From an optimization exercise on the open Yosys and OpenROAD flow, aimed at small area and a short achievable clock period; shortcuts taken in it are not production practice.

== run B ==
## M216A_TopModule
module M216A_TopModule(
    input           clk_i,
    input           rst_i,
    input  [4 : 0]  width_i,
    input  [4 : 0]  height_i,
    output [7 : 0]  index_x_o,
    output [7 : 0]  index_y_o,
    output [3 : 0]  strike_o
);
==> module M216A_TopModule, before the edit <==
module M216A_TopModule(
    input           clk_i,
    input           rst_i,
    input  [4 : 0]  width_i,
    input  [4 : 0]  height_i,
    output [7 : 0]  index_x_o,
    output [7 : 0]  index_y_o,
    output [3 : 0]  strike_o
);
    reg  [1:0] ph;
    reg  [1:0] warm;           
    reg  [3:0] h_q;            
    reg  [3:0] w_q;            
    reg  [6:0] a_q, b_q, c_q;
    reg  [6:0] mn_q;
    reg  [3:0] id_q;           
    reg        clr;            
    reg  [6:0] nocc_q;
    reg        strike_q;
    reg  [6:0] x_q;
    reg  [6:0] y_q;
    reg        s_q;
    reg  [3:0] cnt_q;
    wire [6:0] occ [1:13];
    wire [12:0] won;
    wire ph0  = (ph == 2'd0);
    wire live = ph0 & warm[1];
    wire nrst = ~rst_i;
    wire k4  = (h_q == 4'd4);
    wire k5  = (h_q == 4'd5);
    wire k6  = (h_q == 4'd6);
    wire k7  = (h_q == 4'd7);
    wire k8  = (h_q == 4'd8);
    wire k9  = (h_q == 4'd9);
    wire k10 = (h_q == 4'd10);
    wire k11 = (h_q == 4'd11);
    wire k12 = (h_q == 4'd12);
    wire k13 = ~(k4 | k5 | k6 | k7 | k8 | k9 | k10 | k11 | k12);
    wire [12:0] sel0 = {k13, 1'b0, 1'b0, k4, k12, k5, k11, k6, k10, k7, k9, 1'b0, k8};
    wire [12:0] sel1 = {1'b0, k13, 1'b0, 1'b0, k11, k4, k10, k5, k9, k6, 1'b0, k8, k7};
    wire [12:0] sel2 = {1'b0, 1'b0, k13, 1'b0, 1'b0, 1'b0, 1'b0, 1'b0, 1'b0, 1'b0, k8, k7, 1'b0};
    wire has1 = ~k12;
    wire has2 = k7 | k8 | k13;
    wire [3:0] id0 = ({4{k4}}  & 4'd10) | ({4{k5}}  & 4'd8) | ({4{k6}}  & 4'd6) |
                     ({4{k7}}  & 4'd4)  | ({4{k8}}  & 4'd1) | ({4{k9}}  & 4'd3) |
                     ({4{k10}} & 4'd5)  | ({4{k11}} & 4'd7) | ({4{k12}} & 4'd9) |
                     ({4{k13}} & 4'd13);
    wire [3:0] id1 = ({4{k4}}  & 4'd8)  | ({4{k5}}  & 4'd6) | ({4{k6}}  & 4'd4) |
                     ({4{k7}}  & 4'd1)  | ({4{k8}}  & 4'd2) | ({4{k9}}  & 4'd5) |
                     ({4{k10}} & 4'd7)  | ({4{k11}} & 4'd9) | ({4{k13}} & 4'd12);
    wire [3:0] id2 = ({4{k7}}  & 4'd2)  | ({4{k8}}  & 4'd3) | ({4{k13}} & 4'd11);
    wire [6:0] ys [1:13];
    assign ys[1]  = 7'd0;
    assign ys[2]  = 7'd8;
    assign ys[3]  = 7'd16;
    assign ys[4]  = 7'd25;
    assign ys[5]  = 7'd32;
    assign ys[6]  = 7'd42;
    assign ys[7]  = 7'd48;
    assign ys[8]  = 7'd59;
    assign ys[9]  = 7'd64;
    assign ys[10] = 7'd76;
    assign ys[11] = 7'd80;
    assign ys[12] = 7'd96;
    assign ys[13] = 7'd112;
    reg  [6:0] rd0, rd1, rd2, ywin;
    integer i;
    always @(*) begin
        rd0 = 7'd0;
        rd1 = 7'd0;
        rd2 = 7'd0;
        ywin = 7'd0;
        for (i = 1; i <= 13; i = i + 1) begin
            rd0 = rd0 | (occ[i] & {7{sel0[i-1]}});
            rd1 = rd1 | (occ[i] & {7{sel1[i-1]}});
            rd2 = rd2 | (occ[i] & {7{sel2[i-1]}});
            ywin = ywin | (ys[i] & {7{won[i-1]}});
        end
    end
    function lt7;
        input [6:0] a;
        input [6:0] b;
        integer k;
        reg r;
        begin
            r = 1'b0;
            for (k = 0; k < 7; k = k + 1)
                r = (~a[k] & b[k]) | ((~a[k] | b[k]) & r);
            lt7 = r;
        end
    endfunction
    wire b_lt_a = lt7(b_q, a_q);
    wire c_lt_a = lt7(c_q, a_q);
    wire c_lt_b = lt7(c_q, b_q);
    wire pick_c = has2 & c_lt_a & c_lt_b;
    wire pick_b = has1 & b_lt_a & ~pick_c;
    wire [6:0] mn_d = pick_c ? c_q : pick_b ? b_q : a_q;
    wire [3:0] id_d = pick_c ? id2 : pick_b ? id1 : id0;
    wire [4:0] w5  = {(w_q == 4'd0), w_q};
    wire [7:0] sum = {1'b0, mn_q} + {3'b000, w5};
    genvar g;
    generate
        for (g = 1; g <= 13; g = g + 1) begin : dec
            assign won[g-1] = (id_q == g);
        end
    endgenerate
    wire       ld_out = rst_i | live;
    wire       keep   = nrst & ~strike_q;
    wire [6:0] nocc_r = nocc_q & {7{~clr}};
    always @(posedge clk_i) begin
        a_q <= rd0;
        b_q <= rd1;
        c_q <= rd2;
        mn_q <= mn_d;
        id_q <= id_d;
        nocc_q <= sum[6:0] | {7{sum[7]}};
        strike_q <= (sum > 8'd128);
        ph <= (ph + 2'd1) & {2{nrst}};
        if (rst_i | (ph0 & ~warm[1]))
            warm <= (warm + 2'd1) & {2{nrst}};
        clr <= rst_i | ~warm[1];
        if (ld_out) begin
            x_q <= mn_q & {7{keep}};
            y_q <= ywin & {7{keep}};
            s_q <= strike_q & nrst;
        end
        if (rst_i | (live & strike_q))
            cnt_q <= (cnt_q + 4'd1) & {4{nrst}};
        if (ph0) begin
            h_q <= height_i[3:0];
            w_q <= width_i[3:0];
        end
    end
    generate
        for (g = 1; g <= 13; g = g + 1) begin : strip
            reg [6:0] v;
            always @(posedge clk_i)
                if (clr | (live & ~strike_q & won[g-1]))
                    v <= nocc_r;
            assign occ[g] = v;
        end
    endgenerate
    assign index_x_o = {s_q, x_q};
    assign index_y_o = {s_q, y_q};
    assign strike_o  = cnt_q;
endmodule
export LEC_CHECK = 0
export ABC_AREA = 1
export CAP_MARGIN = 20
export CORE_MARGIN = 2
export CORE_UTILIZATION = 40
export CTS_BUF_LIST = sky130_fd_sc_hd__clkbuf_4 sky130_fd_sc_hd__clkbuf_8
export CTS_CLUSTER_SIZE = 30
export SETUP_SLACK_MARGIN = 1.7
export SLEW_MARGIN = 20
export TNS_END_PERCENT = 0
create_clock -name core_clock -period 3.3 [get_ports {clk_i}]
run.sh (not shown) runs the stock make flow with config.mk's settings and CLKGATE_MAP_FILE= SYNTH_SCRIPT=/design/flow/synth_recipe.tcl, a recipe that flattens the netlist after the stock synthesis.
Run B: full flow OK, the timing, DRC and antenna checks passed
### run B -> run X
==> flow/design.v, changed modules only <==
module M216A_TopModule(
    input           clk_i,
    input           rst_i,
    input  [4 : 0]  width_i,
    input  [4 : 0]  height_i,
    output [7 : 0]  index_x_o,
    output [7 : 0]  index_y_o,
    output [3 : 0]  strike_o
);
    reg  [1:0] ph;
    reg  [1:0] warm;           
    reg        clr;            
    reg  [3:0] h_q;            
    reg  [3:0] w_q;            
    reg  [6:0] a_q, b_q, c_q;
    reg        pb_q, pc_q;
    reg  [7:0] sum_q;
    reg  [6:0] x_q;
    reg  [6:0] y_q;
    reg        s_q;
    reg  [3:0] cnt_q;
    wire [6:0] occ [1:13];
    wire ph0  = (ph == 2'd0);
    wire live = ph0 & warm[1];
    wire nrst = ~rst_i;
    wire k4  = (h_q == 4'd4);
    wire k5  = (h_q == 4'd5);
    wire k6  = (h_q == 4'd6);
    wire k7  = (h_q == 4'd7);
    wire k8  = (h_q == 4'd8);
    wire k9  = (h_q == 4'd9);
    wire k10 = (h_q == 4'd10);
    wire k11 = (h_q == 4'd11);
    wire k12 = (h_q == 4'd12);
    wire k13 = ~(k4 | k5 | k6 | k7 | k8 | k9 | k10 | k11 | k12);
    wire [12:0] sel0 = {k13, 1'b0, 1'b0, k4, k12, k5, k11, k6, k10, k7, k9, 1'b0, k8};
    wire [12:0] sel1 = {1'b0, k13, 1'b0, 1'b0, k11, k4, k10, k5, k9, k6, 1'b0, k8, k7};
    wire [12:0] sel2 = {1'b0, 1'b0, k13, 1'b0, 1'b0, 1'b0, 1'b0, 1'b0, 1'b0, 1'b0, k8, k7, 1'b0};
    wire has1 = ~k12;
    wire has2 = k7 | k8 | k13;
    wire [12:0] won = (sel0 & {13{~pb_q & ~pc_q}}) | (sel1 & {13{pb_q}}) | (sel2 & {13{pc_q}});
    wire [6:0] ys [1:13];
    assign ys[1]  = 7'd0;
    assign ys[2]  = 7'd8;
    assign ys[3]  = 7'd16;
    assign ys[4]  = 7'd25;
    assign ys[5]  = 7'd32;
    assign ys[6]  = 7'd42;
    assign ys[7]  = 7'd48;
    assign ys[8]  = 7'd59;
    assign ys[9]  = 7'd64;
    assign ys[10] = 7'd76;
    assign ys[11] = 7'd80;
    assign ys[12] = 7'd96;
    assign ys[13] = 7'd112;
    reg  [6:0] rd0, rd1, rd2, ywin;
    integer i;
    always @(*) begin
        rd0 = 7'd0;
        rd1 = 7'd0;
        rd2 = 7'd0;
        ywin = 7'd0;
        for (i = 1; i <= 13; i = i + 1) begin
            rd0 = rd0 | (occ[i] & {7{sel0[i-1]}});
            rd1 = rd1 | (occ[i] & {7{sel1[i-1]}});
            rd2 = rd2 | (occ[i] & {7{sel2[i-1]}});
            ywin = ywin | (ys[i] & {7{won[i-1]}});
        end
    end
    function lt7;
        input [6:0] a;
        input [6:0] b;
        integer k;
        reg r;
        begin
            r = 1'b0;
            for (k = 0; k < 7; k = k + 1)
                r = (~a[k] & b[k]) | ((~a[k] | b[k]) & r);
            lt7 = r;
        end
    endfunction
    wire pc_d = has2 & lt7(c_q, a_q) & lt7(c_q, b_q);
    wire pb_d = has1 & lt7(b_q, a_q) & ~pc_d;
    wire [6:0] mn = pc_q ? c_q : pb_q ? b_q : a_q;
    wire [4:0] w5 = {(w_q == 4'd0), w_q};
    wire strike = sum_q[7] & (sum_q[6:0] != 7'd0);
    wire [6:0] nocc_r = (sum_q[6:0] | {7{sum_q[7]}}) & {7{~clr}};
    wire ld_out = rst_i | live;
    wire keep   = nrst & ~strike;
    always @(posedge clk_i) begin
        a_q <= rd0;
        b_q <= rd1;
        c_q <= rd2;
        pb_q <= pb_d;
        pc_q <= pc_d;
        sum_q <= {1'b0, mn} + {3'b000, w5};
        ph <= (ph + 2'd1) & {2{nrst}};
        if (rst_i | (ph0 & ~warm[1]))
            warm <= (warm + 2'd1) & {2{nrst}};
        clr <= rst_i | ~warm[1];
        if (ld_out) begin
            x_q <= mn & {7{keep}};
            y_q <= ywin & {7{keep}};
            s_q <= strike & nrst;
        end
        if (rst_i | (live & strike))
            cnt_q <= (cnt_q + 4'd1) & {4{nrst}};
        if (ph0) begin
            h_q <= height_i[3:0];
            w_q <= width_i[3:0];
        end
    end
    genvar g;
    generate
        for (g = 1; g <= 13; g = g + 1) begin : strip
            reg [6:0] v;
            always @(posedge clk_i)
                if (clr | (live & ~strike & won[g-1]))
                    v <= nocc_r;
            assign occ[g] = v;
        end
    endgenerate
    assign index_x_o = {s_q, x_q};
    assign index_y_o = {s_q, y_q};
    assign strike_o  = cnt_q;
endmodule
## What came out
Run X completed; timing, DRC and antenna clean. Relative to run B, post-placement cell area decreased by about 2.2% in run X. Summary — highest achievable clock rate, run X relative to run B: higher, by 0.0031 GHz. The run showing the smaller critical-path maximum fanout is run B. Going from run B to run X, global-route wire length before repair dropped about 7%; area after synthesis dropped 2.1%. Run X ended up with a lower mean instance size in the synthesized netlist than run B did.
No run of this note included a check of the RTL's function; only the layout flow was run.

## what the ideal ports hide
The flow's constraints put no driver on any port. The routed layouts listed below were extracted and timed again, unchanged, in two steps.
Step 1: set_driving_cell puts a clkbuf_16 on clk_i and a buf_2 on each other input, an assumption about the parent block.
Step 2, shift: input delay + t, output delay - t, t = (earliest + latest rising clock arrival at the registers) / 2. This alone moves slack from input paths to output paths.
Slacks: ideal ports / drivers / drivers and shift; pairs: ideal ports / drivers.
run | shift t [ns] | slack for setup (ns) | hold slack, ns | clock arrival spread, ns
run B | 0.489 | 1.386 / 1.386 / 1.090 | 0.410 / 0.410 / 0.410 | 0.014 / 0.014
run X | 0.485 | 1.398 / 1.398 / 0.980 | 0.412 / 0.412 / 0.412 | 0.012 / 0.012
After both steps every run listed still meets setup and hold. The setup slack of run X, which loses most, moves by 0.000 ns with the drivers and by -0.418 ns with both steps.
